From an optimization exercise on the open Yosys and OpenROAD flow, aimed at small area; shortcuts taken in it are not production practice.
Only simulation tests tie the RTL to the original design; equivalence was not proved.
Power and IR drop assume default switching activity.

<file path="flow/config.mk">
export PLATFORM = sky130hd
export DESIGN_NAME = usb_endpoint
export DESIGN_NICKNAME = usb_endpoint
export VERILOG_FILES = /design/flow/design.v
export SDC_FILE = /design/flow/constraint.sdc
export NUM_CORES = 4
export LEC_CHECK = 0
export CAP_MARGIN = 20
export CORE_MARGIN = 2
export CORE_UTILIZATION = 50
export SLEW_MARGIN = 20
</file>
<file path="flow/constraint.sdc">
create_clock -name core_clock -period 10.0 [get_ports {clk}]
set_input_delay 2.0000 -clock core_clock [delete_from_list [all_inputs] [get_ports {clk}]]
set_output_delay 2.0000 -clock core_clock [all_outputs]
set_load 0.01 [all_outputs]
</file>
<file path="flow/design.v">
module fifo_data_buffer
(
    input logic clear, flush,
    input logic clk, n_rst,
    input logic store_tx_data, store_rx_packet_data,
    input logic get_rx_data, get_tx_packet_data,
    input logic [7:0] tx_data, rcv_data,
    output logic [7:0] rx_data, tx_packet_data,
    output logic [6:0] buffer_occupancy
);
    logic s_reset, w_en, r_en;
    logic [7:0] wdata, rdata;
    logic [6:0] wcount, rcount;   
    logic [5:0] wpointer, rpointer;
    logic wrapped;                
    logic [7:0] mem [0:63];
    assign s_reset = clear | flush;
    assign w_en = store_tx_data | store_rx_packet_data;
    assign wdata = store_tx_data ? tx_data : rcv_data;
    assign r_en = get_tx_packet_data | get_rx_data;
    assign wpointer = wcount[5:0];
    assign rpointer = rcount[5:0];
    assign buffer_occupancy = wcount - rcount;
    always_ff @(posedge clk) begin
        if (!n_rst) begin
            rcount <= '0;
            wcount <= '0;
            wrapped <= 1'b0;
        end
        else if (s_reset) begin
            rcount <= '0;
            wcount <= '0;
            wrapped <= 1'b0;
        end
        else begin
            if (r_en) rcount <= rcount + 7'd1;
            if (w_en) begin
                wcount <= wcount + 7'd1;
                if (wpointer == 6'd63) wrapped <= 1'b1;
            end
        end
    end
    always_ff @(posedge clk) begin
        if (w_en) mem[wpointer] <= wdata;
    end
    logic [3:0] sa;
    logic [15:0] sb;
    logic [7:0] rmux;
    logic [15:0][7:0] grp;
    always_comb begin
        for (int i = 0; i < 4; i++) sa[i] = (rpointer[1:0] == i);
        for (int i = 0; i < 16; i++) sb[i] = (rpointer[5:2] == i);
        rmux = '0;
        for (int k = 0; k < 16; k++) begin
            grp[k] = '0;
            for (int j = 0; j < 4; j++) grp[k] = grp[k] | ({8{sa[j]}} & mem[4*k+j]);
            rmux = rmux | ({8{sb[k]}} & grp[k]);
        end
    end
    assign rdata = (wrapped || rpointer < wpointer) ? rmux : 8'd0;
    assign tx_packet_data = get_tx_packet_data ? rdata : 8'd0;
    assign rx_data = (get_rx_data && !get_tx_packet_data) ? rdata : 8'd0;
endmodule
module ahb_slave
(
    input logic clk,n_rst,
    input logic hsel,hwrite,
    input logic [1:0] htrans,hsize,
    input logic [3:0] haddr,
    input logic [31:0] hwdata,
    input logic [7:0]rx_data,
    input logic rx_data_ready,
    input logic rx_transfer_active,rx_error,
    input logic tx_transfer_active,tx_error,
    input logic pid_in, pid_out, pid_ack, pid_nak,
    input logic [6:0] buffer_occupancy,
    output logic [7:0] tx_data,
    output logic store_tx_data,get_rx_data,
    output logic hready,hresp,
    output logic [3:0] tx_packet,
    output logic clear,
    output logic [31:0] hrdata,
    output logic d_mode
);
    logic nonseq, err_raw, fifo_addr, rd_cmd;
    assign nonseq = (htrans == 2'b10);
    assign err_raw = (hsize == 2'd3) || (hwrite && haddr >= 4'd4 && haddr <= 4'd8) ||
                     (haddr >= 4'd9 && haddr <= 4'd11) || (haddr >= 4'd14);
    assign fifo_addr = (haddr < 4'd4) && (hsize != 2'd3);
    assign rd_cmd = hsel && !hwrite && nonseq;
    logic [3:0] haddr_f;
    logic hwrite_f, err_f, wr_fifo_f, wr12_f, wr13_f;
    logic [1:0] align_f;
    always_ff @(posedge clk, negedge n_rst) begin
        if (!n_rst) err_f <= 1'b0;
        else err_f <= err_raw;
    end
    always_ff @(posedge clk) begin
        haddr_f <= haddr;
        align_f <= (hsize == 2'd0) ? haddr[1:0] : (hsize == 2'd1) ? {haddr[1], 1'b0} : 2'b00;
        if (!n_rst) begin
            hwrite_f <= 1'b0;
            wr_fifo_f <= 1'b0;
            wr12_f <= 1'b0;
            wr13_f <= 1'b0;
        end
        else begin
            hwrite_f <= hwrite;
            wr_fifo_f <= hwrite && nonseq && fifo_addr;
            wr12_f <= hwrite && nonseq && hsize == 2'd0 && haddr == 4'd12;
            wr13_f <= hwrite && nonseq && hsize == 2'd0 && haddr == 4'd13;
        end
    end
    logic [2:0] pos;
    logic [1:0] nm1;
    logic mode_wr;
    logic busy, byte_ph, last;
    assign busy = !(pos[2] && !pos[1]);
    assign byte_ph = !pos[2];
    assign last = (pos[1:0] == nm1);
    always_ff @(posedge clk, negedge n_rst) begin
        if (!n_rst) pos <= 3'd4;
        else if (!busy) begin
            if (hsel && nonseq && fifo_addr) pos <= hwrite ? 3'd6 : 3'd7;
        end
        else if (byte_ph && last) pos <= 3'd4;
        else pos <= pos + 3'd1;
    end
    always_ff @(posedge clk) begin
        if (!busy) begin
            mode_wr <= hwrite;
            nm1 <= (hsize == 2'd0) ? 2'd0 : (hsize == 2'd1) ? 2'd1 : 2'd3;
        end
    end
    assign get_rx_data = byte_ph && !mode_wr;
    assign store_tx_data = byte_ph && mode_wr;
    logic [31:0] wdata_q;
    logic [1:0] wsel_q;
    logic wr_data_ph;
    assign wr_data_ph = hsel && wr_fifo_f;
    always_ff @(posedge clk) begin
        if (wr_data_ph) begin
            wdata_q <= hwdata;
            wsel_q <= align_f;
        end
    end
    logic [1:0] tx_idx;
    assign tx_idx = wsel_q + pos[1:0];
    assign tx_data = store_tx_data ? wdata_q[8*tx_idx +: 8] : 8'd0;
    logic [6:0] stat;   
    logic [1:0] er;
    logic [6:0] bo;
    always_ff @(posedge clk) begin
        stat[5:0] <= {rx_transfer_active, pid_nak, pid_ack, pid_out, pid_in, rx_data_ready};
        er[0] <= rx_error;
        if (!n_rst) begin
            stat[6] <= 1'b0;
            er[1] <= 1'b0;
            bo <= '0;
        end
        else begin
            stat[6] <= tx_transfer_active;
            er[1] <= tx_error;
            bo <= buffer_occupancy;
        end
    end
    logic [3:0] tx_pac;
    logic flush_ctrl, tta_prev;
    logic [3:0] x;
    always_comb begin
        x = '0;
        case (hwdata)
            32'd1 : x = 4'b0011;
            32'd2 : x = 4'b0010;
            32'd3 : x = 4'b1010;
            32'd4 : x = 4'b1110;
            default: x = '0;
        endcase
    end
    always_ff @(posedge clk) begin
        if (!n_rst) begin
            tx_pac <= '0;
            flush_ctrl <= 1'b0;
            tta_prev <= 1'b1;
        end
        else begin
            tta_prev <= tx_transfer_active;
            if (!tx_transfer_active && tta_prev) tx_pac <= '0;
            else if (hsel && wr12_f) tx_pac <= x;
            if (buffer_occupancy == 7'd0) flush_ctrl <= 1'b0;
            else if (hsel && wr13_f) flush_ctrl <= hwdata[0];
        end
    end
    logic hazard;
    assign hazard = hwrite_f && (haddr_f == haddr);
    logic [31:0] nxt_hrdata;
    always_comb begin
        nxt_hrdata = hrdata;
        if (rd_cmd) begin
            if (hazard) nxt_hrdata = hwdata;
            else begin
                case (hsize)
                    2'b00:
                        case (haddr)
                            4'd4: nxt_hrdata = {27'd0, stat[4:0]};
                            4'd5: nxt_hrdata = {22'd0, stat[6:5], 8'd0};
                            4'd6: nxt_hrdata = {31'd0, er[0]};
                            4'd7: nxt_hrdata = {23'd0, er[1], 8'd0};
                            4'd8: nxt_hrdata = {25'd0, bo};
                            4'd12: nxt_hrdata = {28'd0, tx_pac};
                            4'd13: nxt_hrdata = {31'd0, flush_ctrl};
                            default: ;
                        endcase
                    2'b01:
                        case (haddr)
                            4'd4, 4'd5: nxt_hrdata = {22'd0, stat[6:5], 3'd0, stat[4:0]};
                            4'd6, 4'd7: nxt_hrdata = {23'd0, er[1], 7'd0, er[0]};
                            default: ;
                        endcase
                    default: ;
                endcase
            end
        end
        if (get_rx_data) nxt_hrdata[8*pos[1:0] +: 8] = rx_data;
    end
    always_ff @(posedge clk, negedge n_rst) begin
        if (!n_rst) hrdata <= '0;
        else hrdata <= nxt_hrdata;
    end
    assign hresp = hsel && (err_raw || err_f);
    assign hready = !busy && !(hsel && err_raw && !err_f);
    assign clear = flush_ctrl;
    assign tx_packet = tx_pac;
    assign d_mode = !rx_transfer_active;
endmodule
module usb_tx
(
    input logic clk, n_rst,
    input logic [3:0] tx_packet,
    input logic [6:0] buffer_occupancy,
    input logic [7:0] tx_packet_data,
    output logic tx_transfer_active, tx_error, get_tx_packet_data, Dplus_out, Dminus_out
);
    localparam [3:0] IDLE = 4'd0, ERROR_WAIT = 4'd1, ERROR = 4'd2, WAIT = 4'd3,
                     CLEAR = 4'd4, BUFF_CHECK = 4'd8, SYNC_L = 4'd9,
                     PH_SYNC = 4'd12, PH_PID = 4'd13, PH_DATA = 4'd14, PH_EOP = 4'd15;
    logic [3:0] state, next_state;
    logic [5:0] k;
    logic en, is_data, is_hs;
    assign en = state[3] && state[2];
    assign is_data = (tx_packet == 4'b0011) || (tx_packet == 4'b1011);
    assign is_hs = (tx_packet == 4'b0010) || (tx_packet == 4'b1010);
    always_comb begin
        next_state = state;
        case (state)
            IDLE, ERROR_WAIT: begin
                if (is_data) next_state = BUFF_CHECK;
                else if (is_hs) next_state = SYNC_L;
            end
            ERROR: if (tx_packet == 4'd0) next_state = ERROR_WAIT;
            BUFF_CHECK: next_state = (buffer_occupancy == 7'd0) ? ERROR : SYNC_L;
            SYNC_L: next_state = PH_SYNC;
            PH_SYNC: if (k == 6'd62) next_state = PH_PID;
            PH_PID: begin
                if (k == 6'd62) begin
                    if (is_data) next_state = PH_DATA;
                    else if (is_hs) next_state = PH_EOP;
                end
            end
            PH_DATA: if (k == 6'd62 && buffer_occupancy == 7'd0) next_state = PH_EOP;
            PH_EOP: if (k == 6'd24) next_state = CLEAR;
            CLEAR: next_state = WAIT;
            WAIT: if (tx_packet == 4'd0) next_state = IDLE;
            default: next_state = IDLE;
        endcase
    end
    always_ff @(posedge clk, negedge n_rst) begin
        if (!n_rst) begin
            state <= IDLE;
            k <= '0;
        end
        else begin
            state <= next_state;
            if (state == CLEAR) k <= '0;
            else if (en) k <= k + 6'd1;
        end
    end
    assign tx_transfer_active = state[3];
    assign tx_error = (state == ERROR) || (state == ERROR_WAIT);
    assign get_tx_packet_data = (state == PH_DATA) && (k == 6'd63);
    logic [7:0] sr, pin;
    always_comb begin
        case (state)
            PH_PID: pin = {~tx_packet, tx_packet};
            PH_DATA: pin = tx_packet_data;
            default: pin = 8'b10000000;
        endcase
    end
    always_ff @(posedge clk) begin
        if (state == SYNC_L || k == 6'd63) sr <= pin;
        else if (k[2:0] == 3'd7) sr <= {1'b1, sr[7:1]};
    end
    always_ff @(posedge clk, negedge n_rst) begin
        if (!n_rst) begin
            Dplus_out <= 1'b1;
            Dminus_out <= 1'b0;
        end
        else if (state == PH_EOP) begin
            if (k != 6'd63) begin
                Dplus_out <= (k >= 6'd16);
                Dminus_out <= 1'b0;
            end
        end
        else if (en && k[2:0] == 3'd0 && !sr[0]) begin
            Dplus_out <= ~Dplus_out;
            Dminus_out <= ~Dminus_out;
        end
    end
endmodule
module usb_rx
(
    input wire clk, n_rst, dplus_in, dminus_in,
    output logic rx_transfer_active, rx_error, flush, store_rx_packet_data, rx_data_ready,
    output logic pid_in, pid_out, pid_ack, pid_nak,
    output logic [7:0] rcv_data
);
    localparam [4:0] IDLE = 5'd0, IDLE_E = 5'd1, EOP_S = 5'd2, EOP_E = 5'd3,
                     READ_SYNC = 5'd4, CHECK_SYNC = 5'd5, READ_PID = 5'd6, SEND_PID = 5'd7,
                     ACK_NACK = 5'd8, TOKEN_D1 = 5'd9, SEND_TOKEN1 = 5'd10, TOKEN_D2 = 5'd11,
                     SEND_TOKEN2 = 5'd12, WAIT = 5'd13, FLUSH = 5'd14, DATA_RECV = 5'd15,
                     DATA_SEND = 5'd16, DATA_NS = 5'd17, ERROR = 5'd18;
    logic [4:0] state, next_state;
    logic dp_t, dp_s, dp_p, dm_t, dm_s;
    always_ff @(posedge clk) begin
        if (!n_rst) begin
            dp_t <= 1'b1;
            dp_s <= 1'b1;
            dp_p <= 1'b1;
            dm_t <= 1'b0;
            dm_s <= 1'b0;
        end
        else begin
            dp_t <= dplus_in;
            dp_s <= dp_t;
            dp_p <= dp_s;
            dm_t <= dminus_in;
            dm_s <= dm_t;
        end
    end
    logic d_edge, eop, rcving;
    assign rcving = (state[4:2] != 3'd0);
    assign d_edge = dp_s ^ dp_p;
    assign eop = rcving && (dp_s == dm_s);
    logic [2:0] cyc, bits;
    logic [6:0] nbytes;
    logic shift_en, byte_received, max_bytes;
    assign shift_en = (cyc == 3'd3);
    assign byte_received = (bits == 3'd0) && (cyc == 3'd4);
    assign max_bytes = (nbytes == 7'd66);
    always_ff @(posedge clk) begin
        if (!n_rst) begin
            cyc <= '0;
            bits <= '0;
            nbytes <= '0;
        end
        else if (!rcving) begin
            cyc <= '0;
            bits <= '0;
            nbytes <= '0;
        end
        else begin
            cyc <= cyc + 3'd1;
            if (shift_en) bits <= bits + 3'd1;
            if (byte_received) nbytes <= max_bytes ? 7'd1 : nbytes + 7'd1;
        end
    end
    logic d_last;
    always_ff @(posedge clk) begin
        if (!n_rst) d_last <= 1'b1;
        else if (rcving && shift_en) d_last <= dp_s;
    end
    always_ff @(posedge clk) begin
        if (shift_en) rcv_data <= {~(dp_s ^ d_last), rcv_data[7:1]};
    end
    logic err_now;
    assign err_now = (state == IDLE_E) || (state == EOP_E);
    always_comb begin
        next_state = state;
        case (state)
            IDLE, IDLE_E: if (d_edge) next_state = READ_SYNC;
            READ_SYNC: begin
                if (eop) next_state = ERROR;
                else if (byte_received) next_state = CHECK_SYNC;
            end
            CHECK_SYNC: begin
                if (eop) next_state = ERROR;
                else if (rcv_data == 8'b10000000) next_state = READ_PID;
                else next_state = ERROR;
            end
            READ_PID: begin
                if (eop) next_state = ERROR;
                else if (byte_received) next_state = SEND_PID;
            end
            SEND_PID: begin
                if (eop) next_state = ERROR;
                else case (rcv_data[3:0])
                    4'b0010, 4'b1010: next_state = ACK_NACK;
                    4'b1001, 4'b0001: next_state = TOKEN_D1;
                    4'b0011, 4'b1011: next_state = FLUSH;
                    default: next_state = ERROR;
                endcase
            end
            ACK_NACK: next_state = eop ? EOP_S : ERROR;
            TOKEN_D1: if (byte_received) next_state = SEND_TOKEN1;
            SEND_TOKEN1: next_state = TOKEN_D2;
            TOKEN_D2: if (byte_received) next_state = SEND_TOKEN2;
            SEND_TOKEN2: next_state = eop ? EOP_S : WAIT;
            FLUSH: next_state = eop ? ERROR : DATA_RECV;
            DATA_RECV: begin
                if (eop || max_bytes) next_state = ERROR;
                else if (byte_received) next_state = DATA_SEND;
            end
            DATA_SEND: begin
                if (eop) next_state = EOP_S;
                else if (!max_bytes && d_edge) next_state = DATA_RECV;
                else next_state = DATA_NS;
            end
            WAIT: if (eop) next_state = EOP_S;
            DATA_NS: begin
                if (eop && bits != 3'd0) next_state = ERROR;
                else if (eop) next_state = EOP_S;
                else if (max_bytes && (d_edge || byte_received)) next_state = ERROR;
                else if (byte_received) next_state = DATA_SEND;
            end
            EOP_S: if (d_edge) next_state = IDLE;
            EOP_E: if (d_edge) next_state = IDLE_E;
            ERROR: if (eop) next_state = EOP_E;
            default: next_state = IDLE;
        endcase
    end
    always_ff @(posedge clk, negedge n_rst) begin
        if (!n_rst) state <= IDLE;
        else state <= next_state;
    end
    assign rx_transfer_active = rcving;
    assign rx_error = err_now || (state == ERROR);
    assign flush = (state == FLUSH);
    assign store_rx_packet_data = (state == SEND_TOKEN1) || (state == SEND_TOKEN2) || (state == DATA_SEND);
    assign rx_data_ready = (state == SEND_TOKEN2) || (state == DATA_SEND);
    logic pid_st;
    assign pid_st = (state == SEND_PID) || (state == ACK_NACK);
    assign pid_in = pid_st && rcv_data[3:0] == 4'b1001;
    assign pid_out = pid_st && rcv_data[3:0] == 4'b0001;
    assign pid_ack = pid_st && rcv_data[3:0] == 4'b0010;
    assign pid_nak = pid_st && rcv_data[3:0] == 4'b1010;
endmodule
module usb_endpoint
(
    input logic clk,
    input logic n_rst,
    input logic hsel,
    input logic [3:0] haddr,
    input logic [1:0] htrans,
    input logic [1:0] hsize,
    input logic hwrite,
    input logic [31:0] hwdata,
    input logic dplus_in,
    input logic dminus_in,
    output logic [31:0] hrdata,
    output logic hresp,
    output logic hready,
    output logic d_mode,
    output logic dplus_out,
    output logic dminus_out
);
    logic rx_data_ready, rx_transfer_active, tx_transfer_active, rx_error, flush;
    logic pid_in, pid_out, pid_ack, pid_nak;
    logic [6:0] buffer_occupancy;
    logic [7:0] rx_data, tx_data, tx_packet_data, rcv_data;
    logic get_rx_data, store_tx_data, clear, tx_error, get_tx_packet_data, store_rx_packet_data;
    logic [3:0] tx_packet;
    ahb_slave SLAVE (
        .clk(clk), .n_rst(n_rst), .hsel(hsel), .hwrite(hwrite), .htrans(htrans),
        .hsize(hsize), .haddr(haddr), .hwdata(hwdata), .rx_data(rx_data),
        .rx_data_ready(rx_data_ready), .rx_transfer_active(rx_transfer_active),
        .rx_error(rx_error), .tx_transfer_active(tx_transfer_active), .tx_error(tx_error),
        .pid_in(pid_in), .pid_out(pid_out), .pid_ack(pid_ack), .pid_nak(pid_nak),
        .buffer_occupancy(buffer_occupancy), .tx_data(tx_data),
        .store_tx_data(store_tx_data), .get_rx_data(get_rx_data), .hready(hready),
        .hresp(hresp), .tx_packet(tx_packet), .clear(clear), .hrdata(hrdata),
        .d_mode(d_mode)
    );
    fifo_data_buffer FIFO_BUFFER (
        .clear(clear), .flush(flush), .clk(clk), .n_rst(n_rst),
        .store_tx_data(store_tx_data), .store_rx_packet_data(store_rx_packet_data),
        .get_rx_data(get_rx_data), .get_tx_packet_data(get_tx_packet_data),
        .tx_data(tx_data), .rcv_data(rcv_data), .rx_data(rx_data),
        .tx_packet_data(tx_packet_data), .buffer_occupancy(buffer_occupancy)
    );
    usb_tx TX_USB (
        .clk(clk), .n_rst(n_rst), .tx_packet(tx_packet),
        .buffer_occupancy(buffer_occupancy), .tx_packet_data(tx_packet_data),
        .tx_transfer_active(tx_transfer_active), .tx_error(tx_error),
        .get_tx_packet_data(get_tx_packet_data), .Dplus_out(dplus_out),
        .Dminus_out(dminus_out)
    );
    usb_rx RX_USB (
        .clk(clk), .n_rst(n_rst), .dplus_in(dplus_in), .dminus_in(dminus_in),
        .rx_transfer_active(rx_transfer_active), .rx_error(rx_error), .flush(flush),
        .store_rx_packet_data(store_rx_packet_data), .rx_data_ready(rx_data_ready),
        .pid_in(pid_in), .pid_out(pid_out), .pid_ack(pid_ack), .pid_nak(pid_nak),
        .rcv_data(rcv_data)
    );
endmodule
</file>
<file path="flow/flow/run.sh">
#!/bin/bash
# Standard layout with two changes: the port buffers use the smallest
# buffer cell, and clock tree synthesis balances the tree without dummy loads.
set -o pipefail
export BUFFER_PORTS_ARGS="-buffer_cell sky130_fd_sc_hd__buf_1"
export CTS_ARGS="-sink_clustering_enable -repair_clock_nets -sink_clustering_size 30 -sink_clustering_max_diameter 80 -buf_list sky130_fd_sc_hd__clkbuf_16 -dont_use_dummy_load"
bash standard.sh 2>&1 | tee standard.log
</file>
<file path="flow/standard.sh">
#!/bin/bash
# synth_recipe.tcl (not shown) runs the flow's synth.tcl, then flattens the netlist and writes it again
# the make line also repeats each setting of config.mk as NAME=value (left out here)
make -C /OpenROAD-flow-scripts/flow DESIGN_CONFIG=/design/flow/config.mk WORK_HOME=/design/flow/orfs CLKGATE_MAP_FILE= SYNTH_SCRIPT=/design/flow/synth_recipe.tcl "${@:-finish}"
</file>
==> impl_results.html, run 1 <==
<table>
<tr><th>Metric</th><th>Value</th></tr>
<tr><th colspan="2">Clocking</th></tr>
<tr><td>CTS Buffer Depth</td><td>3</td></tr>
<tr><td>Clk sinks</td><td>684</td></tr>
<tr><td>Cell at the root of the clock tree</td><td>clkbuf_16</td></tr>
<tr><td>Clock network latency to the later pin of the worst-skew pair</td><td>0.59 ns</td></tr>
<tr><td>H-tree depth</td><td>2</td></tr>
<tr><td>Number of gates given a new drive strength after cts</td><td>0</td></tr>
<tr><td>Number of buffers created by CTS</td><td>34</td></tr>
<tr><td>TritonCTS clock tree</td><td>yes</td></tr>
<tr><td>Hold buffer count at cts</td><td>0</td></tr>
<tr><td>Buffer count from post-CTS setup fixing</td><td>0</td></tr>
<tr><td>Clock-pin slew reported for the worst setup and hold paths after clock tree synthesis</td><td>0.06 ns</td></tr>
<tr><th colspan="2">Synthesis</th></tr>
<tr><td>Number of storage elements in the synthesis netlist</td><td>684</td></tr>
<tr><td>Net Count, Synth</td><td>1980</td></tr>
<tr><td>Top cell type's share of synthesized area</td><td>61.2%</td></tr>
<tr><td>Count of distinct cell types in the synthesized netlist</td><td>75</td></tr>
<tr><td>Leading post-synthesis cells by cell area</td><td>edfxtp_1 (61%), dfxtp_1 (4.8%), dfrtp_1 (4.6%), a22o_1 (3.3%), a221oi_1 (3.1%)</td></tr>
<tr><td>Syn Inst Count</td><td>1900</td></tr>
<tr><td>Ys Warns</td><td>4</td></tr>
<tr><td>Mapped cell area</td><td>0.0277 mm2</td></tr>
<tr><td>Yosys top cell by area</td><td>edfxtp_1</td></tr>
<tr><td>Async SR Flop Fraction</td><td>7.75%</td></tr>
<tr><td>Mean area per synthesized cell</td><td>14.6 um2</td></tr>
<tr><td>Most instantiated library cell after synthesis</td><td>edfxtp_1</td></tr>
<tr><td>Sequential share of the synthesized area</td><td>70.8%</td></tr>
<tr><td>Top flip-flop cell by instance count after synthesis</td><td>edfxtp_1</td></tr>
<tr><td>Count of flip-flops with a built-in enable after synthesis</td><td>565</td></tr>
<tr><td>List of most frequent post-synthesis cells</td><td>edfxtp_1 (565), nor2_1 (153), a22o_1 (103), a221oi_1 (99), a22oi_1 (93)</td></tr>
<tr><th colspan="2">Worst setup path</th></tr>
<tr><td>Critical Path Start Type</td><td>input port</td></tr>
<tr><td>Class of the most critical setup path</td><td>input port to output port</td></tr>
<tr><td>Data required time at the worst endpoint</td><td>8.00 ns</td></tr>
<tr><td>Worst-path maximum fanout</td><td>14</td></tr>
<tr><td>Crit path capture type</td><td>output port</td></tr>
<tr><td>Arrival time worst endpoint</td><td>3.53 ns</td></tr>
<tr><td>Reg2reg path depth</td><td>10</td></tr>
<tr><th colspan="2">Placed design</th></tr>
<tr><td>IO Port Bufs</td><td>82</td></tr>
<tr><td>Gpl congestion</td><td>0.879</td></tr>
<tr><td>Post-DP HPWL</td><td>46.9 mm</td></tr>
<tr><td>Cell total after placement</td><td>2647</td></tr>
<tr><th colspan="2">Finish</th></tr>
<tr><td>Antenna diode count</td><td>0</td></tr>
<tr><td>Count of placed standard cells in the final layout, fillers left out</td><td>2681</td></tr>
<tr><td>Area growth, synth to finish</td><td>6.79%</td></tr>
<tr><td>Share of the core filled with cells in the final layout</td><td>53.8%</td></tr>
<tr><td>NumNets Final</td><td>2015</td></tr>
<tr><td>Layout filler cell count</td><td>4539</td></tr>
<tr><td>Fraction of layout cells with a size suffix above 1</td><td>5.74%</td></tr>
<tr><th colspan="2">GRT</th></tr>
<tr><td>Antenna violations before repair</td><td>0</td></tr>
<tr><td>Remaining Overflow, GRT</td><td>0</td></tr>
<tr><td>Pin count of the biggest net entering global routing</td><td>129</td></tr>
<tr><td>Total global-route track usage</td><td>25.8%</td></tr>
<tr><td>Via count of the first global-routing pass</td><td>16600</td></tr>
<tr><td>Wire length of the first global-routing pass</td><td>110 mm</td></tr>
<tr><th colspan="2">Floorplanning</th></tr>
<tr><td>Initial core utilization</td><td>50.4%</td></tr>
<tr><td>FP Rows</td><td>86</td></tr>
<tr><td>Die area</td><td>0.0573 mm2</td></tr>
<tr><td>Vertical die dimension</td><td>239 um</td></tr>
<tr><td>I/O pins</td><td>83</td></tr>
<tr><td>Placeable core region</td><td>0.0550 mm2</td></tr>
<tr><td>Die Wd</td><td>239 um</td></tr>
<tr><th colspan="2">STA</th></tr>
<tr><td>Post-route clock skew</td><td>0.0633 ns</td></tr>
<tr><td>Final Cycle Share</td><td>55.3%</td></tr>
<tr><td>Actual slew at the worst max-slew pin</td><td>1.09 ns</td></tr>
<tr><td>Achievable frequency</td><td>0.181 GHz</td></tr>
<tr><td>Unrepaired setup endpoints after global routing</td><td>no</td></tr>
<tr><td>Shortest clock period the worst path allows after layout</td><td>5.53 ns</td></tr>
<tr><td>Setup TNS</td><td>0 ns</td></tr>
<tr><td>Final max-slew violation count</td><td>0</td></tr>
<tr><td>Final Hold Viols</td><td>0</td></tr>
<tr><td>Final setup violating endpoints</td><td>0</td></tr>
<tr><td>Worst slew margin relative to its limit</td><td>27.5%</td></tr>
<tr><th colspan="2">Routing</th></tr>
<tr><td>Number of DRC markers after the initial detailed-route iteration</td><td>2091</td></tr>
<tr><td>WL per Instance</td><td>27.6 um</td></tr>
<tr><td>Number of nets still failing antenna checks after routing</td><td>0</td></tr>
<tr><td>DRC violation count after routing</td><td>0</td></tr>
<tr><td>Via density</td><td>6.50</td></tr>
<tr><td>Pre-antenna DRT Iters</td><td>6</td></tr>
<tr><td>Via count</td><td>17400</td></tr>
<tr><td>Wirelength, routed</td><td>74.0 mm</td></tr>
<tr><th colspan="2">Power and ir drop</th></tr>
<tr><td>PnR Total Power</td><td>5.12 mW</td></tr>
<tr><td>IR drop worst, VDD</td><td>0.207 mV</td></tr>
<tr><td>Leakage power</td><td>9.33 nW</td></tr>
<tr><td>Power density normalized to cell area</td><td>173 mW/mm2</td></tr>
<tr><th colspan="2">Worst hold path</th></tr>
<tr><td>Hold Path Stages</td><td>0</td></tr>
<tr><td>Type of the tightest min-delay check</td><td>register to register</td></tr>
<tr><th colspan="2">Flow run</th></tr>
<tr><td>Max-cap violations</td><td>0</td></tr>
<tr><th colspan="2">Status</th></tr>
<tr><td>Result of the run</td><td>no timing/DRC/antenna violations</td></tr>
</table>
[area by class of cell]
cell class	count	area, um2	area share, %
Tap cell	748	936	3.16
Clock buffer	34	851	2.87
Inverter	45	169	0.571
Multi-Input combinational cell	1068	7560	25.5
Timing Repair Buffer	102	472	1.59
Sequential cell	684	19600	66.3
[worst paths after layout]
path                                             from  slack, ns              end
max in group asynchronous                       n_rst       7.51  RX_USB.state[1]
worst min-delay path                 SLAVE.align_f[0]       0.40  SLAVE.wsel_q[0]
worst max register to register  FIFO_BUFFER.rcount[1]       5.39     TX_USB.sr[3]
worst max-delay path                         haddr[1]       4.47            hresp
min in group asynchronous                       n_rst       1.45      TX_USB.k[0]
worst min register to register       SLAVE.align_f[0]       0.40  SLAVE.wsel_q[0]
[metrics by stage]
stage	cell area (um2)	setup WS, ns	hold WS, ns
floorplan	27700	4.88	0.386
global placement	28700	4.54	0.393
detailed placement	28700	4.50	0.392
CTS	29600	4.49	0.407
global route	29600	4.32	0.414
finish	29600	4.47	0.405
[kinds of logic after synthesis]
family                     count (synthesis)  share of synthesized area (%)
DFF                                      684                           70.8
AOI/OAI and AO/OA                        556                           15.0
and+or+nand+nor                          417                           8.01
buffers and inverters                    148                           2.27
xor gates and xnor gates                  37                           1.17
adders and majority gates                 34                           1.56
muxes                                     24                           1.26
[critical path, cell delays in order]
cell     delay (ns)
buf_1          0.47
or2_2          0.26
a21oi_1        0.07
o31ai_1        0.42
o21a_1         0.16
buf_1          0.15
[registers in the layout, summed over array words and instances (netlist names), 4 cells and up]
name,count
RX_USB.nbytes,7
SLAVE.bo,7
TX_USB.state,4
SLAVE.wdata_q,32
RX_USB.rcv_data,8
SLAVE.hrdata,32
FIFO_BUFFER.wcount,7
TX_USB.k,6
SLAVE.haddr_f,4
SLAVE.stat,7
TX_USB.sr,8
RX_USB.state,5
SLAVE.tx_pac,4
FIFO_BUFFER.rcount,7
FIFO_BUFFER.mem,512
[layer usage]
metal	vias up	share of wire [%]	global-route usage [%]
met5	-	0	0
met4	0	3.9	10.0
met3	132	6.5	3.54
met2	698	48	41.9
met1	8928	42	35.6
li1	7665	-	-
[placed cells by master, fill, tap and decap left out, types with 9 or more instances in the layout]
cell | synthesis | final
buf_1 | 17 | 81
ha_1 | 33 | 29
a221oi_1 | 99 | 99
a22o_1 | 103 | 103
nor2_1 | 153 | 153
inv_1 | 41 | 41
xnor2_1 | 22 | 22
or4_1 | 15 | 15
nand2_1 | 60 | 60
edfxtp_1 | 565 | 565
nand2b_1 | 13 | 13
nand3_1 | 32 | 32
o21ai_0 | 38 | 36
nor2b_1 | 19 | 19
buf_4 | 0 | 19
nor4_1 | 10 | 9
nand4_1 | 30 | 30
dfrtp_1 | 51 | 51
xor2_1 | 15 | 15
a22oi_1 | 93 | 93
dfxtp_1 | 66 | 66
clkbuf_16 | 0 | 34
and2_1 | 17 | 17
a21oi_1 | 59 | 59
nor3_1 | 18 | 18
o22ai_1 | 80 | 80
[report_power, final]
part	switching, mW	internal (mW)
Sequential	0.0832	3.13
Clock	0.838	0.612
Combinational	0.289	0.165
==> inputs of run 2 (changes only) <==
==> flow/flow/run.sh (replaced) <==
#!/bin/bash
# Standard layout with two changes: the port buffers use the smallest
# buffer cell, and clock tree synthesis balances the tree without dummy loads.
set -o pipefail
export BUFFER_PORTS_ARGS="-buffer_cell sky130_fd_sc_hd__buf_1"
export CTS_ARGS="-sink_clustering_enable -repair_clock_nets -sink_clustering_size 20 -sink_clustering_max_diameter 60 -buf_list sky130_fd_sc_hd__clkbuf_8 -dont_use_dummy_load"
bash standard.sh 2>&1 | tee standard.log
==> impl_results.html, run 2 <==
<table>
<tr><th>Metric</th><th>Value</th></tr>
<tr><th colspan="2">Status</th></tr>
<tr><td>Result of the run</td><td>no timing/DRC/antenna violations</td></tr>
<tr><th colspan="2">Placed design</th></tr>
<tr><td>Gpl congestion</td><td>0.879 (unchanged)</td></tr>
<tr><td>Worst setup slack after placement</td><td>4.50 ns (unchanged)</td></tr>
<tr><td>IO Port Bufs</td><td>82 (unchanged)</td></tr>
<tr><td>Placed instance area</td><td>0.0287 mm2 (unchanged)</td></tr>
<tr><td>Post-DP HPWL</td><td>46.9 mm (unchanged)</td></tr>
<tr><th colspan="2">Worst hold path</th></tr>
<tr><td>Hold Path Stages</td><td>0 (unchanged)</td></tr>
<tr><td>Hold Startpoint</td><td>SLAVE.align_f[1]</td></tr>
<tr><td>Type of the tightest min-delay check</td><td>register to register</td></tr>
<tr><th colspan="2">Clocking</th></tr>
<tr><td>Buffer count from post-CTS setup fixing</td><td>0 (unchanged)</td></tr>
<tr><td>H-tree depth</td><td>2 (unchanged)</td></tr>
<tr><td>Clk sinks</td><td>684 (unchanged)</td></tr>
<tr><td>Number of buffers created by CTS</td><td>48 (+41%)</td></tr>
<tr><td>Hold buffer count at cts</td><td>0 (unchanged)</td></tr>
<tr><td>Clock-pin slew reported for the worst setup and hold paths after clock tree synthesis</td><td>0.07 ns (about the same)</td></tr>
<tr><td>CTS Buffer Depth</td><td>3 (unchanged)</td></tr>
<tr><td>Number of gates given a new drive strength after cts</td><td>0 (unchanged)</td></tr>
<tr><td>Clock network latency to the later pin of the worst-skew pair</td><td>0.71 ns (+0.12 ns)</td></tr>
<tr><td>Cell at the root of the clock tree</td><td>clkbuf_8</td></tr>
<tr><td>TritonCTS clock tree</td><td>yes</td></tr>
<tr><th colspan="2">STA</th></tr>
<tr><td>Worst hold slack across all endpoints</td><td>0.423 ns (+0.0176 ns)</td></tr>
<tr><td>Shortest clock period the worst path allows after layout</td><td>5.51 ns (-0.0182 ns)</td></tr>
<tr><td>Unrepaired setup endpoints after global routing</td><td>no</td></tr>
<tr><td>Final Hold Viols</td><td>0 (unchanged)</td></tr>
<tr><td>Post-route clock skew</td><td>0.0959 ns (+0.0326 ns)</td></tr>
<tr><td>Achievable frequency</td><td>0.181 GHz (+0.33%)</td></tr>
<tr><td>Setup TNS</td><td>0 ns (unchanged)</td></tr>
<tr><td>Final setup violating endpoints</td><td>0 (unchanged)</td></tr>
<tr><td>Final max-slew violation count</td><td>0 (unchanged)</td></tr>
<tr><td>Smallest setup slack after layout</td><td>4.49 ns (+0.0182 ns)</td></tr>
<tr><td>Final Cycle Share</td><td>55.1% (-0.18 points)</td></tr>
<tr><td>Actual slew at the worst max-slew pin</td><td>1.03 ns (-0.0501 ns)</td></tr>
<tr><td>Worst slew margin relative to its limit</td><td>30.9% (+3.4 points)</td></tr>
<tr><th colspan="2">Finish</th></tr>
<tr><td>Number of flip-flops under the largest register name</td><td>512 (unchanged)</td></tr>
<tr><td>Area growth, synth to finish</td><td>6.12%</td></tr>
<tr><td>Register containing the most flip-flops in the final layout</td><td>FIFO_BUFFER.mem</td></tr>
<tr><td>NumNets Final</td><td>2029 (+0.69%)</td></tr>
<tr><td>Layout filler cell count</td><td>4562 (+0.51%)</td></tr>
<tr><td>Largest registers</td><td>FIFO_BUFFER.mem (512), SLAVE.hrdata (32), SLAVE.wdata_q (32)</td></tr>
<tr><td>Commonest cells after routing, fill and taps aside</td><td>edfxtp_1 (565), nor2_1 (153), a22o_1 (103), a221oi_1 (99), a22oi_1 (93)</td></tr>
<tr><td>Fraction of layout cells with a size suffix above 1</td><td>6.42% (+0.68 points)</td></tr>
<tr><td>Leading cell type in the layout, fill and taps excluded</td><td>edfxtp_1</td></tr>
<tr><td>Final Instance Area</td><td>0.0294 mm2 (-0.63%)</td></tr>
<tr><th colspan="2">GRT</th></tr>
<tr><td>Wire length of the first global-routing pass</td><td>110 mm (+0.44%)</td></tr>
<tr><td>Total global-route track usage</td><td>26.0% (+0.14 points)</td></tr>
<tr><td>Global Route met3 Usage</td><td>3.39% (-0.15 points)</td></tr>
<tr><td>Met1 Resource Use GR</td><td>35.7% (+0.14 points)</td></tr>
<tr><td>Routing layer with the top usage in global route</td><td>met2</td></tr>
<tr><td>Remaining Overflow, GRT</td><td>0 (unchanged)</td></tr>
<tr><td>Antenna violations before repair</td><td>1 (+1)</td></tr>
<tr><td>Pin count of the biggest net entering global routing</td><td>129 (unchanged)</td></tr>
<tr><td>Via count of the first global-routing pass</td><td>16700 (+0.72%)</td></tr>
<tr><td>Routing usage on met2</td><td>42.2% (+0.24 points)</td></tr>
<tr><th colspan="2">Routing</th></tr>
<tr><td>Via density</td><td>6.50 (about the same)</td></tr>
<tr><td>WL per Instance</td><td>27.6 um (-0.11%)</td></tr>
<tr><td>Number of DRC markers after the initial detailed-route iteration</td><td>1850 (-12%)</td></tr>
<tr><td>Via count</td><td>17500 (+0.56%)</td></tr>
<tr><td>Wirelength, routed</td><td>74.3 mm (+0.49%)</td></tr>
<tr><td>Pre-antenna DRT Iters</td><td>5 (-1)</td></tr>
<tr><td>DRC violation count after routing</td><td>0 (unchanged)</td></tr>
<tr><td>Number of nets still failing antenna checks after routing</td><td>0 (unchanged)</td></tr>
<tr><th colspan="2">Synthesis</th></tr>
<tr><td>Count of flip-flops with a built-in enable after synthesis</td><td>565 (unchanged)</td></tr>
<tr><td>Mapped cell area</td><td>0.0277 mm2 (unchanged)</td></tr>
<tr><td>Number of storage elements in the synthesis netlist</td><td>684 (unchanged)</td></tr>
<tr><td>Sequential share of the synthesized area</td><td>70.8% (unchanged)</td></tr>
<tr><td>Mean area per synthesized cell</td><td>14.6 um2 (unchanged)</td></tr>
<tr><td>Leading post-synthesis cells by cell area</td><td>edfxtp_1 (61%), dfxtp_1 (4.8%), dfrtp_1 (4.6%), a22o_1 (3.3%), a221oi_1 (3.1%)</td></tr>
<tr><td>Top cell type's share of synthesized area</td><td>61.2% (unchanged)</td></tr>
<tr><td>Top flip-flop cell by instance count after synthesis</td><td>edfxtp_1</td></tr>
<tr><td>Count of distinct cell types in the synthesized netlist</td><td>75 (unchanged)</td></tr>
<tr><td>Net Count, Synth</td><td>1980 (unchanged)</td></tr>
<tr><td>List of most frequent post-synthesis cells</td><td>edfxtp_1 (565), nor2_1 (153), a22o_1 (103), a221oi_1 (99), a22oi_1 (93)</td></tr>
<tr><td>Ys Warns</td><td>4 (unchanged)</td></tr>
<tr><td>Syn Inst Count</td><td>1900 (unchanged)</td></tr>
<tr><td>Most instantiated library cell after synthesis</td><td>edfxtp_1</td></tr>
<tr><td>Async SR Flop Fraction</td><td>7.75% (unchanged)</td></tr>
<tr><td>Yosys top cell by area</td><td>edfxtp_1</td></tr>
<tr><th colspan="2">Floorplanning</th></tr>
<tr><td>Die Wd</td><td>239 um (unchanged)</td></tr>
<tr><td>FP Rows</td><td>86 (unchanged)</td></tr>
<tr><td>Die area</td><td>0.0573 mm2 (unchanged)</td></tr>
<tr><td>I/O pins</td><td>83 (unchanged)</td></tr>
<tr><td>Initial core utilization</td><td>50.4% (unchanged)</td></tr>
<tr><td>Vertical die dimension</td><td>239 um (unchanged)</td></tr>
<tr><td>Placeable core region</td><td>0.0550 mm2 (unchanged)</td></tr>
<tr><th colspan="2">Power and ir drop</th></tr>
<tr><td>P_int</td><td>3.73 mW (-4.6%)</td></tr>
<tr><td>Register share of total power</td><td>65.0% (+2.2 points)</td></tr>
<tr><td>Leakage power</td><td>9.26 nW (-0.79%)</td></tr>
<tr><td>Switching Share</td><td>24.6% (+0.99 points)</td></tr>
<tr><td>Clock share of power</td><td>25.8% (-2.5 points)</td></tr>
<tr><td>PnR Total Power</td><td>4.94 mW (-3.4%)</td></tr>
<tr><td>Power density normalized to cell area</td><td>168 mW/mm2 (-2.8%)</td></tr>
<tr><td>Net Switching</td><td>1.22 mW (+0.64%)</td></tr>
<tr><td>IR drop worst, VDD</td><td>0.118 mV (-43%)</td></tr>
<tr><td>Combinational cell fraction of total power</td><td>9.2% (+0.3 points)</td></tr>
<tr><th colspan="2">Worst setup path</th></tr>
<tr><td>Critical register-to-register path startpoint</td><td>FIFO_BUFFER.rcount[1]</td></tr>
<tr><td>Worst-path maximum fanout</td><td>14 (unchanged)</td></tr>
<tr><td>Arrival time worst endpoint</td><td>3.51 ns (-0.02 ns)</td></tr>
<tr><td>Critical Path Start Type</td><td>input port</td></tr>
<tr><td>Class of the most critical setup path</td><td>input port to output port</td></tr>
<tr><td>Crit path capture type</td><td>output port</td></tr>
<tr><td>Worst Setup SP</td><td>haddr[1]</td></tr>
<tr><td>Reg2reg path depth</td><td>10 (unchanged)</td></tr>
<tr><td>Data required time at the worst endpoint</td><td>8.00 ns (about the same)</td></tr>
<tr><th colspan="2">Flow run</th></tr>
<tr><td>Max-cap violations</td><td>0 (unchanged)</td></tr>
</table>
run 2: final cells by class:
type | count | area, um2 | area share (%)
clock buffers | 48 | 661 | 2.25
multi-input cells | 1068 | 7560 | 25.7
diodes | 2 | 5.00 | 0.0170
flip-flops and latches | 684 | 19600 | 66.7
inverters | 45 | 169 | 0.574
repair buffers | 102 | 472 | 1.60
well taps | 748 | 936 | 3.18
run 2: worst max-delay path, stage by stage:
cell	delay [ns]
buf_1	0.46
or2_2	0.26
a21oi_1	0.08
o31ai_1	0.41
o21a_1	0.15
buf_1	0.14
run 2: power groups by stage:
stage	Combinational [mW]	Sequential, mW	Clock [mW]
floorplan	0.308	3.24	0
global route	0.496	3.22	1.39
finish	0.456	3.21	1.28
detailed placement	0.452	3.27	0
CTS	0.453	3.21	1.30
global placement	0.446	3.27	0
run 2: metrics by stage:
step / utilization [%] / std cells
final: 53.5 / 2697
after floorplan: - / 1900
after CTS: 53.5 / 2695
after global routing: 53.5 / 2697
after detailed placement: 52.3 / 2647
after global placement: 52.3 / 2647
run 2: worst paths after layout:
check	endpoint	slack (ns)
worst max-delay path	hresp	4.49
max in group asynchronous	RX_USB.state[4]	7.56
worst max register to register	TX_USB.sr[3]	5.30
worst min register to register	SLAVE.wsel_q[1]	0.42
min in group asynchronous	TX_USB.state[3]	1.35
worst min-delay path	SLAVE.wsel_q[1]	0.42
run 2: metal layers:
layer  routed length (um)  vias to the layer above
met1                30800                     8947
met3                 5060                      149
met4                 3050                        0
met2                35500                      745
li1                     -                     7679
met5                    0                        -
run 2: cells by family (layout without fill, tap and decap cells):
group | Yosys count | in the layout | share of synthesized area [%]
flip-flops | 684 | 684 | 70.8
AO/OA/AOI/OAI | 556 | 556 | 15.0
AND/OR/NAND/NOR | 417 | 417 | 8.01
buffers and inverters | 148 | 195 | 2.27
XOR/XNOR | 37 | 37 | 1.17
adder cells (fa/ha/maj) | 34 | 34 | 1.56
multiplexers | 24 | 24 | 1.26
other | 0 | 2 | 0
==> inputs of run 3 (changes only) <==
==> flow/flow/run.sh (replaced) <==
#!/bin/bash
# Standard layout with two changes: the port buffers use the smallest
# buffer cell, and clock tree synthesis balances the tree without dummy loads.
set -o pipefail
export BUFFER_PORTS_ARGS="-buffer_cell sky130_fd_sc_hd__buf_1"
export CTS_ARGS="-sink_clustering_enable -repair_clock_nets -sink_clustering_size 15 -sink_clustering_max_diameter 60 -buf_list sky130_fd_sc_hd__clkbuf_8 -dont_use_dummy_load"
bash standard.sh 2>&1 | tee standard.log
==> impl_results.html, run 3 <==
<table>
<tr><th>Metric</th><th>Value</th></tr>
<tr><th colspan="2">Synthesis</th></tr>
<tr><td>Net Count, Synth</td><td>1980 (unchanged)</td></tr>
<tr><td>Mapped cell area</td><td>0.0277 mm2 (unchanged)</td></tr>
<tr><td>Sequential share of the synthesized area</td><td>70.8% (unchanged)</td></tr>
<tr><td>Count of distinct cell types in the synthesized netlist</td><td>75 (unchanged)</td></tr>
<tr><td>Top flip-flop cell by instance count after synthesis</td><td>edfxtp_1</td></tr>
<tr><td>Simple-gate share of the synthesized area</td><td>8.01% (unchanged)</td></tr>
<tr><td>Top cell type's share of synthesized area</td><td>61.2% (unchanged)</td></tr>
<tr><td>Most instantiated library cell after synthesis</td><td>edfxtp_1</td></tr>
<tr><td>Mean area per synthesized cell</td><td>14.6 um2 (unchanged)</td></tr>
<tr><td>Syn Inst Count</td><td>1900 (unchanged)</td></tr>
<tr><td>Leading post-synthesis cells by cell area</td><td>edfxtp_1 (61%), dfxtp_1 (4.8%), dfrtp_1 (4.6%), a22o_1 (3.3%), a221oi_1 (3.1%)</td></tr>
<tr><td>Fraction of synthesized area in multiplexers</td><td>1.26% (unchanged)</td></tr>
<tr><td>Async SR Flop Fraction</td><td>7.75% (unchanged)</td></tr>
<tr><td>List of most frequent post-synthesis cells</td><td>edfxtp_1 (565), nor2_1 (153), a22o_1 (103), a221oi_1 (99), a22oi_1 (93)</td></tr>
<tr><td>Yosys top cell by area</td><td>edfxtp_1</td></tr>
<tr><td>Xor/xnor share of the synthesized area</td><td>1.17% (unchanged)</td></tr>
<tr><td>Main combinational cell family by area after synthesis</td><td>compound AO/OA/AOI/OAI gates</td></tr>
<tr><td>Fraction of the mapped netlist area in compound gates</td><td>15.0% (unchanged)</td></tr>
<tr><td>Number of storage elements in the synthesis netlist</td><td>684 (unchanged)</td></tr>
<tr><td>Count of flip-flops with a built-in enable after synthesis</td><td>565 (unchanged)</td></tr>
<tr><td>Adder-cell share of the synthesized area</td><td>1.56% (unchanged)</td></tr>
<tr><td>Ys Warns</td><td>4 (unchanged)</td></tr>
<tr><th colspan="2">STA</th></tr>
<tr><td>Achievable frequency</td><td>0.181 GHz (about the same)</td></tr>
<tr><td>Smallest setup slack after layout</td><td>4.49 ns (-0.000110 ns)</td></tr>
<tr><td>Shortest clock period the worst path allows after layout</td><td>5.51 ns (+0.000110 ns)</td></tr>
<tr><td>Setup TNS</td><td>0 ns (unchanged)</td></tr>
<tr><td>Unrepaired setup endpoints after global routing</td><td>no</td></tr>
<tr><td>Final setup violating endpoints</td><td>0 (unchanged)</td></tr>
<tr><td>Final max-slew violation count</td><td>0 (unchanged)</td></tr>
<tr><td>Final Hold Viols</td><td>0 (unchanged)</td></tr>
<tr><td>Post-route clock skew</td><td>0.0981 ns (+0.00224 ns)</td></tr>
<tr><td>Worst slew margin relative to its limit</td><td>30.1% (-0.80 points)</td></tr>
<tr><td>Final Cycle Share</td><td>55.1% (about the same)</td></tr>
<tr><td>Actual slew at the worst max-slew pin</td><td>1.05 ns (+0.0120 ns)</td></tr>
<tr><th colspan="2">Worst setup path</th></tr>
<tr><td>Critical register-to-register path startpoint</td><td>FIFO_BUFFER.rcount[0]</td></tr>
<tr><td>Worst Setup SP</td><td>haddr[1]</td></tr>
<tr><td>Critical Path Start Type</td><td>input port</td></tr>
<tr><td>Arrival time worst endpoint</td><td>3.51 ns (about the same)</td></tr>
<tr><td>Reg2reg path depth</td><td>10 (unchanged)</td></tr>
<tr><td>Data required time at the worst endpoint</td><td>8.00 ns (about the same)</td></tr>
<tr><td>Capture point of the worst path</td><td>hresp</td></tr>
<tr><td>Class of the most critical setup path</td><td>input port to output port</td></tr>
<tr><td>Worst reg-to-reg setup slack</td><td>5.35 ns (+0.05 ns)</td></tr>
<tr><td>Capturing point of the worst reg2reg path</td><td>TX_USB.sr[5]</td></tr>
<tr><td>Crit path capture type</td><td>output port</td></tr>
<tr><td>Worst-path maximum fanout</td><td>14 (unchanged)</td></tr>
<tr><th colspan="2">Finish</th></tr>
<tr><td>NumNets Final</td><td>2037 (+0.39%)</td></tr>
<tr><td>Layout filler cell count</td><td>4569 (+0.15%)</td></tr>
<tr><td>Register containing the most flip-flops in the final layout</td><td>FIFO_BUFFER.mem</td></tr>
<tr><td>Final Instance Area</td><td>0.0295 mm2 (+0.37%)</td></tr>
<tr><td>Number of flip-flops under the largest register name</td><td>512 (unchanged)</td></tr>
<tr><td>Count of placed standard cells in the final layout, fillers left out</td><td>2705 (+0.30%)</td></tr>
<tr><td>Largest registers</td><td>FIFO_BUFFER.mem (512), SLAVE.hrdata (32), SLAVE.wdata_q (32)</td></tr>
<tr><td>Leading cell type in the layout, fill and taps excluded</td><td>edfxtp_1</td></tr>
<tr><td>Area growth, synth to finish</td><td>6.52%</td></tr>
<tr><td>Fraction of layout cells with a size suffix above 1</td><td>6.80% (+0.38 points)</td></tr>
<tr><td>Commonest cells after routing, fill and taps aside</td><td>edfxtp_1 (565), nor2_1 (153), a22o_1 (103), a221oi_1 (99), a22oi_1 (93)</td></tr>
<tr><th colspan="2">GRT</th></tr>
<tr><td>Pin count of the biggest net entering global routing</td><td>129 (unchanged)</td></tr>
<tr><td>Antenna violations before repair</td><td>1 (unchanged)</td></tr>
<tr><td>Via count of the first global-routing pass</td><td>16800 (+0.63%)</td></tr>
<tr><td>Total global-route track usage</td><td>26.1% (+0.10 points)</td></tr>
<tr><td>Remaining Overflow, GRT</td><td>0 (unchanged)</td></tr>
<tr><td>Wire length of the first global-routing pass</td><td>111 mm (+0.36%)</td></tr>
<tr><th colspan="2">Floorplanning</th></tr>
<tr><td>Die area</td><td>0.0573 mm2 (unchanged)</td></tr>
<tr><td>I/O pins</td><td>83 (unchanged)</td></tr>
<tr><td>Placeable core region</td><td>0.0550 mm2 (unchanged)</td></tr>
<tr><td>Vertical die dimension</td><td>239 um (unchanged)</td></tr>
<tr><td>Initial core utilization</td><td>50.4% (unchanged)</td></tr>
<tr><td>Die Wd</td><td>239 um (unchanged)</td></tr>
<tr><td>FP Rows</td><td>86 (unchanged)</td></tr>
<tr><th colspan="2">Routing</th></tr>
<tr><td>Number of DRC markers after the initial detailed-route iteration</td><td>1897 (+2.5%)</td></tr>
<tr><td>Wirelength, routed</td><td>74.4 mm (+0.11%)</td></tr>
<tr><td>Via count</td><td>17500 (+0.10%)</td></tr>
<tr><td>Number of nets still failing antenna checks after routing</td><td>0 (unchanged)</td></tr>
<tr><td>Via density</td><td>6.48 (-0.19%)</td></tr>
<tr><td>WL per Instance</td><td>27.5 um (-0.19%)</td></tr>
<tr><td>Pre-antenna DRT Iters</td><td>5 (unchanged)</td></tr>
<tr><td>DRC violation count after routing</td><td>0 (unchanged)</td></tr>
<tr><th colspan="2">Clocking</th></tr>
<tr><td>Number of buffers created by CTS</td><td>56 (+17%)</td></tr>
<tr><td>CTS Buffer Depth</td><td>3 (unchanged)</td></tr>
<tr><td>Cell at the root of the clock tree</td><td>clkbuf_8</td></tr>
<tr><td>Clk sinks</td><td>684 (unchanged)</td></tr>
<tr><td>Number of gates given a new drive strength after cts</td><td>0 (unchanged)</td></tr>
<tr><td>Clock-pin slew reported for the worst setup and hold paths after clock tree synthesis</td><td>0.07 ns (about the same)</td></tr>
<tr><td>Buffer count from post-CTS setup fixing</td><td>0 (unchanged)</td></tr>
<tr><td>H-tree depth</td><td>2 (unchanged)</td></tr>
<tr><td>TritonCTS clock tree</td><td>yes</td></tr>
<tr><td>Clock network latency to the later pin of the worst-skew pair</td><td>0.72 ns (about the same)</td></tr>
<tr><td>Hold buffer count at cts</td><td>0 (unchanged)</td></tr>
<tr><th colspan="2">Flow run</th></tr>
<tr><td>Max-cap violations</td><td>0 (unchanged)</td></tr>
<tr><th colspan="2">Placed design</th></tr>
<tr><td>Cell total after placement</td><td>2647 (unchanged)</td></tr>
<tr><td>Placed instance area</td><td>0.0287 mm2 (unchanged)</td></tr>
<tr><td>Gpl congestion</td><td>0.879 (unchanged)</td></tr>
<tr><td>Worst setup slack after placement</td><td>4.50 ns (unchanged)</td></tr>
<tr><td>IO Port Bufs</td><td>82 (unchanged)</td></tr>
<tr><td>Post-DP HPWL</td><td>46.9 mm (unchanged)</td></tr>
<tr><th colspan="2">Power and ir drop</th></tr>
<tr><td>Power density normalized to cell area</td><td>170 mW/mm2 (+1.1%)</td></tr>
<tr><td>Leakage power</td><td>9.31 nW (+0.62%)</td></tr>
<tr><td>IR drop worst, VDD</td><td>0.137 mV (+16%)</td></tr>
<tr><th colspan="2">Status</th></tr>
<tr><td>Result of the run</td><td>no timing/DRC/antenna violations</td></tr>
<tr><th colspan="2">Worst hold path</th></tr>
<tr><td>Type of the tightest min-delay check</td><td>register to register</td></tr>
</table>
## run 3: cell counts after synthesis
No cell type changed its count.
## run 3: per-layer routing
layer	global-route usage, %	wire (um)
met1	35.2	30100
met5	0	0
met4	11.0	3170
met2	42.2	35500
met3	4.22	5630
## run 3: cell type report
class                           instances  area, um2  share of cell area [%]
Timing Repair Buffer                  102        472                    1.60
Clock buffer                           56        771                    2.61
Antenna cell                            2       5.00                  0.0169
Sequential cell                       684      19600                    66.4
Tap cell                              748        936                    3.17
Inverter                               45        169                   0.572
Multi-Input combinational cell       1068       7560                    25.6
## run 3: cell families after synthesis
| family | after synthesis |
|---|---|
| buffers and inverters | 148 |
| multiplexers | 24 |
| XOR/XNOR | 37 |
| flip-flops | 684 |
| AND/OR/NAND/NOR | 417 |
| adder cells (fa/ha/maj) | 34 |
| AO/OA/AOI/OAI | 556 |
## run 3: how the worst min path moves through the flow
stage,startpoint,slack [ns],endpoint,cells past startpoint
after floorplan,SLAVE.align_f[0],0.39,SLAVE.wsel_q[0],0
after global placement,SLAVE.align_f[0],0.39,SLAVE.wsel_q[0],0
after detailed placement,SLAVE.align_f[0],0.39,SLAVE.wsel_q[0],0
after CTS,SLAVE.align_f[1],0.43,SLAVE.wsel_q[1],0
after global routing,SLAVE.align_f[1],0.43,SLAVE.wsel_q[1],0
final,SLAVE.align_f[1],0.42,SLAVE.wsel_q[1],0
## run 3: worst max-delay path: stages
cell     delay [ns]
buf_1          0.46
or2_2          0.26
a21oi_1        0.07
o31ai_1        0.41
o21a_1         0.15
buf_1          0.14
## run 3: where the power goes
part,leakage [nW],total [mW],switching [mW],internal [mW]
clock network,0.403,1.35,0.854,0.498
registers,6.26,3.21,0.0827,3.13
logic,2.65,0.455,0.290,0.165
## run 3: through the flow
stage	hold slack, ns	utilization, %	total power [mW]
3_3_place_gp	0.393	52.3	3.72
5_1_grt	0.434	53.7	5.20
2_1_floorplan	0.386	-	3.54
6_report	0.424	53.7	5.02
4_1_cts	0.426	53.7	5.05
3_5_place_dp	0.392	52.3	3.73
==> inputs of run 4 (changes only) <==
==> flow/flow/run.sh (replaced) <==
#!/bin/bash
# The standard layout with three changes:
#  - synthesis is the standard one, except that ABC maps the logic with
#    area recovery (flow/abc_map.script) in place of ORFS's speed script;
#    the registers are those of the standard synthesis;
#  - the port buffers use the smallest buffer cell;
#  - clock tree synthesis uses clkbuf_8 with clusters of 15 sinks and no
#    dummy loads.
# Each step's full output goes to a log file in this folder.
set -euo pipefail
here=$(pwd)
rm -rf "$here/scripts_abc"
cp -r "$FLOW_HOME/scripts" "$here/scripts_abc"
cp "$here/flow/abc_map.script" "$here/scripts_abc/abc_speed.script"
SCRIPTS_DIR="$here/scripts_abc" bash standard.sh synth > "$here/synth.log" 2>&1
export BUFFER_PORTS_ARGS="-buffer_cell sky130_fd_sc_hd__buf_1"
export CTS_ARGS="-sink_clustering_enable -repair_clock_nets -sink_clustering_size 15 -sink_clustering_max_diameter 60 -buf_list sky130_fd_sc_hd__clkbuf_8 -dont_use_dummy_load"
bash standard.sh > "$here/layout.log" 2>&1
==> flow/flow/abc_map.script (new file) <==
&get -n
&st
&dch -f
&nf -p -a -F 8 -A 4 -R 1000
&put
topo
stime -c
==> impl_results.html, run 4 <==
<table>
<tr><th>Metric</th><th>Value</th></tr>
<tr><th colspan="2">Synthesis</th></tr>
<tr><td>Adder-cell share of the synthesized area</td><td>1.61% (+0.046 points)</td></tr>
<tr><td>Fraction of the mapped netlist area in compound gates</td><td>12.3% (-2.7 points)</td></tr>
<tr><td>Top cell type's share of synthesized area</td><td>63.0% (+1.8 points)</td></tr>
<tr><td>Syn Inst Count</td><td>1913 (+0.68%)</td></tr>
<tr><td>Fraction of synthesized area in multiplexers</td><td>1.19% (-0.074 points)</td></tr>
<tr><td>Main combinational cell family by area after synthesis</td><td>compound AO/OA/AOI/OAI gates</td></tr>
<tr><td>Simple-gate share of the synthesized area</td><td>10.7% (+2.7 points)</td></tr>
<tr><td>Sequential share of the synthesized area</td><td>72.9% (+2.1 points)</td></tr>
<tr><td>Leading post-synthesis cells by cell area</td><td>edfxtp_1 (63%), dfxtp_1 (4.9%), a222oi_1 (4.8%), dfrtp_1 (4.7%), nand2_1 (3.5%)</td></tr>
<tr><td>Top flip-flop cell by instance count after synthesis</td><td>edfxtp_1</td></tr>
<tr><td>Yosys top cell by area</td><td>edfxtp_1</td></tr>
<tr><td>Ys Warns</td><td>4 (unchanged)</td></tr>
<tr><td>Most instantiated library cell after synthesis</td><td>edfxtp_1</td></tr>
<tr><td>Xor/xnor share of the synthesized area</td><td>0.813% (-0.36 points)</td></tr>
<tr><td>List of most frequent post-synthesis cells</td><td>edfxtp_1 (565), nand2_1 (254), a21oi_1 (182), nor2_1 (155), a222oi_1 (129)</td></tr>
<tr><td>Number of storage elements in the synthesis netlist</td><td>684 (unchanged)</td></tr>
<tr><td>Count of distinct cell types in the synthesized netlist</td><td>62 (-17%)</td></tr>
<tr><td>Mapped cell area</td><td>0.0269 mm2 (-2.9%)</td></tr>
<tr><td>Async SR Flop Fraction</td><td>7.75% (unchanged)</td></tr>
<tr><td>Count of flip-flops with a built-in enable after synthesis</td><td>565 (unchanged)</td></tr>
<tr><td>Net Count, Synth</td><td>1993 (+0.66%)</td></tr>
<tr><td>Mean area per synthesized cell</td><td>14.1 um2 (-3.5%)</td></tr>
<tr><th colspan="2">Placed design</th></tr>
<tr><td>Gpl congestion</td><td>0.915 (+4.0%)</td></tr>
<tr><td>Post-DP HPWL</td><td>46.9 mm (about the same)</td></tr>
<tr><td>Placed instance area</td><td>0.0283 mm2 (-1.4%)</td></tr>
<tr><td>IO Port Bufs</td><td>82 (unchanged)</td></tr>
<tr><th colspan="2">Routing</th></tr>
<tr><td>DRC violation count after routing</td><td>0 (unchanged)</td></tr>
<tr><td>Wirelength, routed</td><td>73.4 mm (-1.3%)</td></tr>
<tr><td>WL per Instance</td><td>26.5 um (-3.6%)</td></tr>
<tr><td>Via density</td><td>6.46 (-0.41%)</td></tr>
<tr><td>Number of nets still failing antenna checks after routing</td><td>0 (unchanged)</td></tr>
<tr><td>Pre-antenna DRT Iters</td><td>12 (+7)</td></tr>
<tr><td>Via count</td><td>17900 (+2.0%)</td></tr>
<tr><td>Number of DRC markers after the initial detailed-route iteration</td><td>2295 (+21%)</td></tr>
<tr><th colspan="2">Flow run</th></tr>
<tr><td>Max-cap violations</td><td>0 (unchanged)</td></tr>
<tr><th colspan="2">STA</th></tr>
<tr><td>Final setup violating endpoints</td><td>0 (unchanged)</td></tr>
<tr><td>Post-route clock skew</td><td>0.0907 ns (-0.00741 ns)</td></tr>
<tr><td>Achievable frequency</td><td>0.175 GHz (-3.3%)</td></tr>
<tr><td>Final Cycle Share</td><td>57.0% (+1.9 points)</td></tr>
<tr><td>Unrepaired setup endpoints after global routing</td><td>no</td></tr>
<tr><td>Final Hold Viols</td><td>0 (unchanged)</td></tr>
<tr><td>Shortest clock period the worst path allows after layout</td><td>5.70 ns (+0.189 ns)</td></tr>
<tr><td>Actual slew at the worst max-slew pin</td><td>1.10 ns (+0.0485 ns)</td></tr>
<tr><td>Setup TNS</td><td>0 ns (unchanged)</td></tr>
<tr><td>Final max-slew violation count</td><td>0 (unchanged)</td></tr>
<tr><td>Worst slew margin relative to its limit</td><td>26.8% (-3.2 points)</td></tr>
<tr><th colspan="2">Finish</th></tr>
<tr><td>Multi-input logic area</td><td>0.00723 mm2 (-4.4%)</td></tr>
<tr><td>Layout filler cell count</td><td>4475 (-2.1%)</td></tr>
<tr><td>NumNets Final</td><td>2155 (+5.8%)</td></tr>
<tr><td>Commonest cells after routing, fill and taps aside</td><td>edfxtp_1 (565), nand2_1 (254), a21oi_1 (182), nor2_1 (154), a222oi_1 (129)</td></tr>
<tr><td>Leading cell type in the layout, fill and taps excluded</td><td>edfxtp_1</td></tr>
<tr><td>Largest registers</td><td>FIFO_BUFFER.mem (512), SLAVE.hrdata (32), SLAVE.wdata_q (32)</td></tr>
<tr><td>Register area</td><td>0.0196 mm2 (unchanged)</td></tr>
<tr><td>Fraction of layout cells with a size suffix above 1</td><td>5.02% (-1.8 points)</td></tr>
<tr><td>Area growth, synth to finish</td><td>8.07%</td></tr>
<tr><td>Final Instance Area</td><td>0.0291 mm2 (-1.5%)</td></tr>
<tr><td>Register containing the most flip-flops in the final layout</td><td>FIFO_BUFFER.mem</td></tr>
<tr><td>Number of flip-flops under the largest register name</td><td>512 (unchanged)</td></tr>
<tr><th colspan="2">Clocking</th></tr>
<tr><td>Hold buffer count at cts</td><td>0 (unchanged)</td></tr>
<tr><td>Clock-pin slew reported for the worst setup and hold paths after clock tree synthesis</td><td>0.09 ns (+0.02 ns)</td></tr>
<tr><td>H-tree depth</td><td>2 (unchanged)</td></tr>
<tr><td>Cell at the root of the clock tree</td><td>clkbuf_8</td></tr>
<tr><td>Number of buffers created by CTS</td><td>55 (-1.8%)</td></tr>
<tr><td>Number of gates given a new drive strength after cts</td><td>0 (unchanged)</td></tr>
<tr><td>Buffer count from post-CTS setup fixing</td><td>0 (unchanged)</td></tr>
<tr><td>Clock network latency to the later pin of the worst-skew pair</td><td>0.72 ns (about the same)</td></tr>
<tr><td>TritonCTS clock tree</td><td>yes</td></tr>
<tr><td>CTS Buffer Depth</td><td>3 (unchanged)</td></tr>
<tr><td>Clk sinks</td><td>684 (unchanged)</td></tr>
<tr><th colspan="2">GRT</th></tr>
<tr><td>Antenna violations before repair</td><td>1 (unchanged)</td></tr>
<tr><td>Remaining Overflow, GRT</td><td>0 (unchanged)</td></tr>
<tr><td>Total global-route track usage</td><td>26.1% (+0.078 points)</td></tr>
<tr><td>Pin count of the biggest net entering global routing</td><td>67 (-48%)</td></tr>
<tr><td>Via count of the first global-routing pass</td><td>17100 (+1.8%)</td></tr>
<tr><td>Wire length of the first global-routing pass</td><td>110 mm (-0.82%)</td></tr>
<tr><th colspan="2">Status</th></tr>
<tr><td>Result of the run</td><td>no timing/DRC/antenna violations</td></tr>
<tr><th colspan="2">Floorplanning</th></tr>
<tr><td>Placeable core region</td><td>0.0535 mm2 (-2.7%)</td></tr>
<tr><td>Die area</td><td>0.0557 mm2 (-2.8%)</td></tr>
<tr><td>Die Wd</td><td>236 um (-1.4%)</td></tr>
<tr><td>Initial core utilization</td><td>50.3% (-0.090 points)</td></tr>
<tr><td>FP Rows</td><td>85 (-1.2%)</td></tr>
<tr><td>Vertical die dimension</td><td>236 um (-1.4%)</td></tr>
<tr><td>I/O pins</td><td>83 (unchanged)</td></tr>
<tr><th colspan="2">Worst setup path</th></tr>
<tr><td>Worst reg-to-reg setup slack</td><td>5.19 ns (-0.16 ns)</td></tr>
<tr><td>Arrival time worst endpoint</td><td>3.70 ns (+0.19 ns)</td></tr>
<tr><td>Crit path capture type</td><td>output port</td></tr>
<tr><td>Worst-path maximum fanout</td><td>10 (-4)</td></tr>
<tr><td>Critical Path Start Type</td><td>input port</td></tr>
<tr><td>Class of the most critical setup path</td><td>input port to output port</td></tr>
<tr><td>Data required time at the worst endpoint</td><td>8.00 ns (about the same)</td></tr>
<tr><th colspan="2">Power and ir drop</th></tr>
<tr><td>IR drop worst, VDD</td><td>0.135 mV (-1.7%)</td></tr>
<tr><td>Power density normalized to cell area</td><td>197 mW/mm2 (+16%)</td></tr>
<tr><td>Leakage power</td><td>8.93 nW (-4.1%)</td></tr>
<tr><th colspan="2">Worst hold path</th></tr>
<tr><td>Type of the tightest min-delay check</td><td>register to register</td></tr>
</table>
-- run 4: logic make-up (layout without fill, tap and decap cells) --
kind of cell,count (synthesis),in the layout
flip-flops,684,684
AND/OR/NAND/NOR,633,633
AO/OA/AOI/OAI,479,479
buffers and inverters,37,197
adder cells (fa/ha/maj),34,34
XOR/XNOR,25,25
multiplexers,21,21
other,0,1
-- run 4: path summary, 6_finish.rpt --
path	to	cells after the start	from
setup / recovery	hready	7	haddr[1]
hold / removal	RX_USB.dp_s	1	RX_USB.dp_t
setup reg to reg	SLAVE.hrdata[14]	12	FIFO_BUFFER.rcount[1]
hold reg to reg	RX_USB.dp_s	1	RX_USB.dp_t
max in group asynchronous	RX_USB.state[4]	2	n_rst
min in group asynchronous	SLAVE.hrdata[18]	1	n_rst
-- run 4: per-stage QoR --
stage / worst slack [ns] / power (mW) / std cells / hold slack (ns) / utilization [%]
finish: 4.30 / 5.73 / 2770 / 0.417 / 54.4
global route: 4.11 / 5.94 / 2770 / 0.425 / 54.4
CTS: 4.33 / 5.75 / 2769 / 0.420 / 54.4
detailed placement: 4.33 / 4.44 / 2714 / 0.397 / 53.0
global placement: 4.41 / 4.42 / 2713 / 0.397 / 53.0
floorplan: 5.00 / 3.99 / 1913 / 0.386 / -
-- run 4: area by class of cell --
cell class              instances  area share [%]
clock buffers                  55            2.60
diodes                          1         0.00860
flip-flops and latches        684            67.4
repair buffers                106            1.67
inverters                      36           0.464
well taps                     696            2.99
multi-input cells            1192            24.8
-- run 4: report_power, final --
part	total, mW	internal [mW]	leakage, nW	switching [mW]
combinational	0.995	0.305	2.26	0.690
clock	1.35	0.490	0.395	0.863
sequential	3.38	3.27	6.27	0.109
-- run 4: critical path, stage by stage --
cell       delay [ns]
buf_1            0.25
clkinv_1         0.33
and3_1           0.35
o21ai_0          0.21
o2111ai_1        0.19
a31oi_1          0.20
buf_1            0.17
-- run 4: per-layer routing --
layer | share of wire, % | track usage [%]
met3 | 7.5 | 4.12
met5 | 0 | 0
met1 | 41 | 36.0
met4 | 3.0 | 7.53
met2 | 49 | 43.4
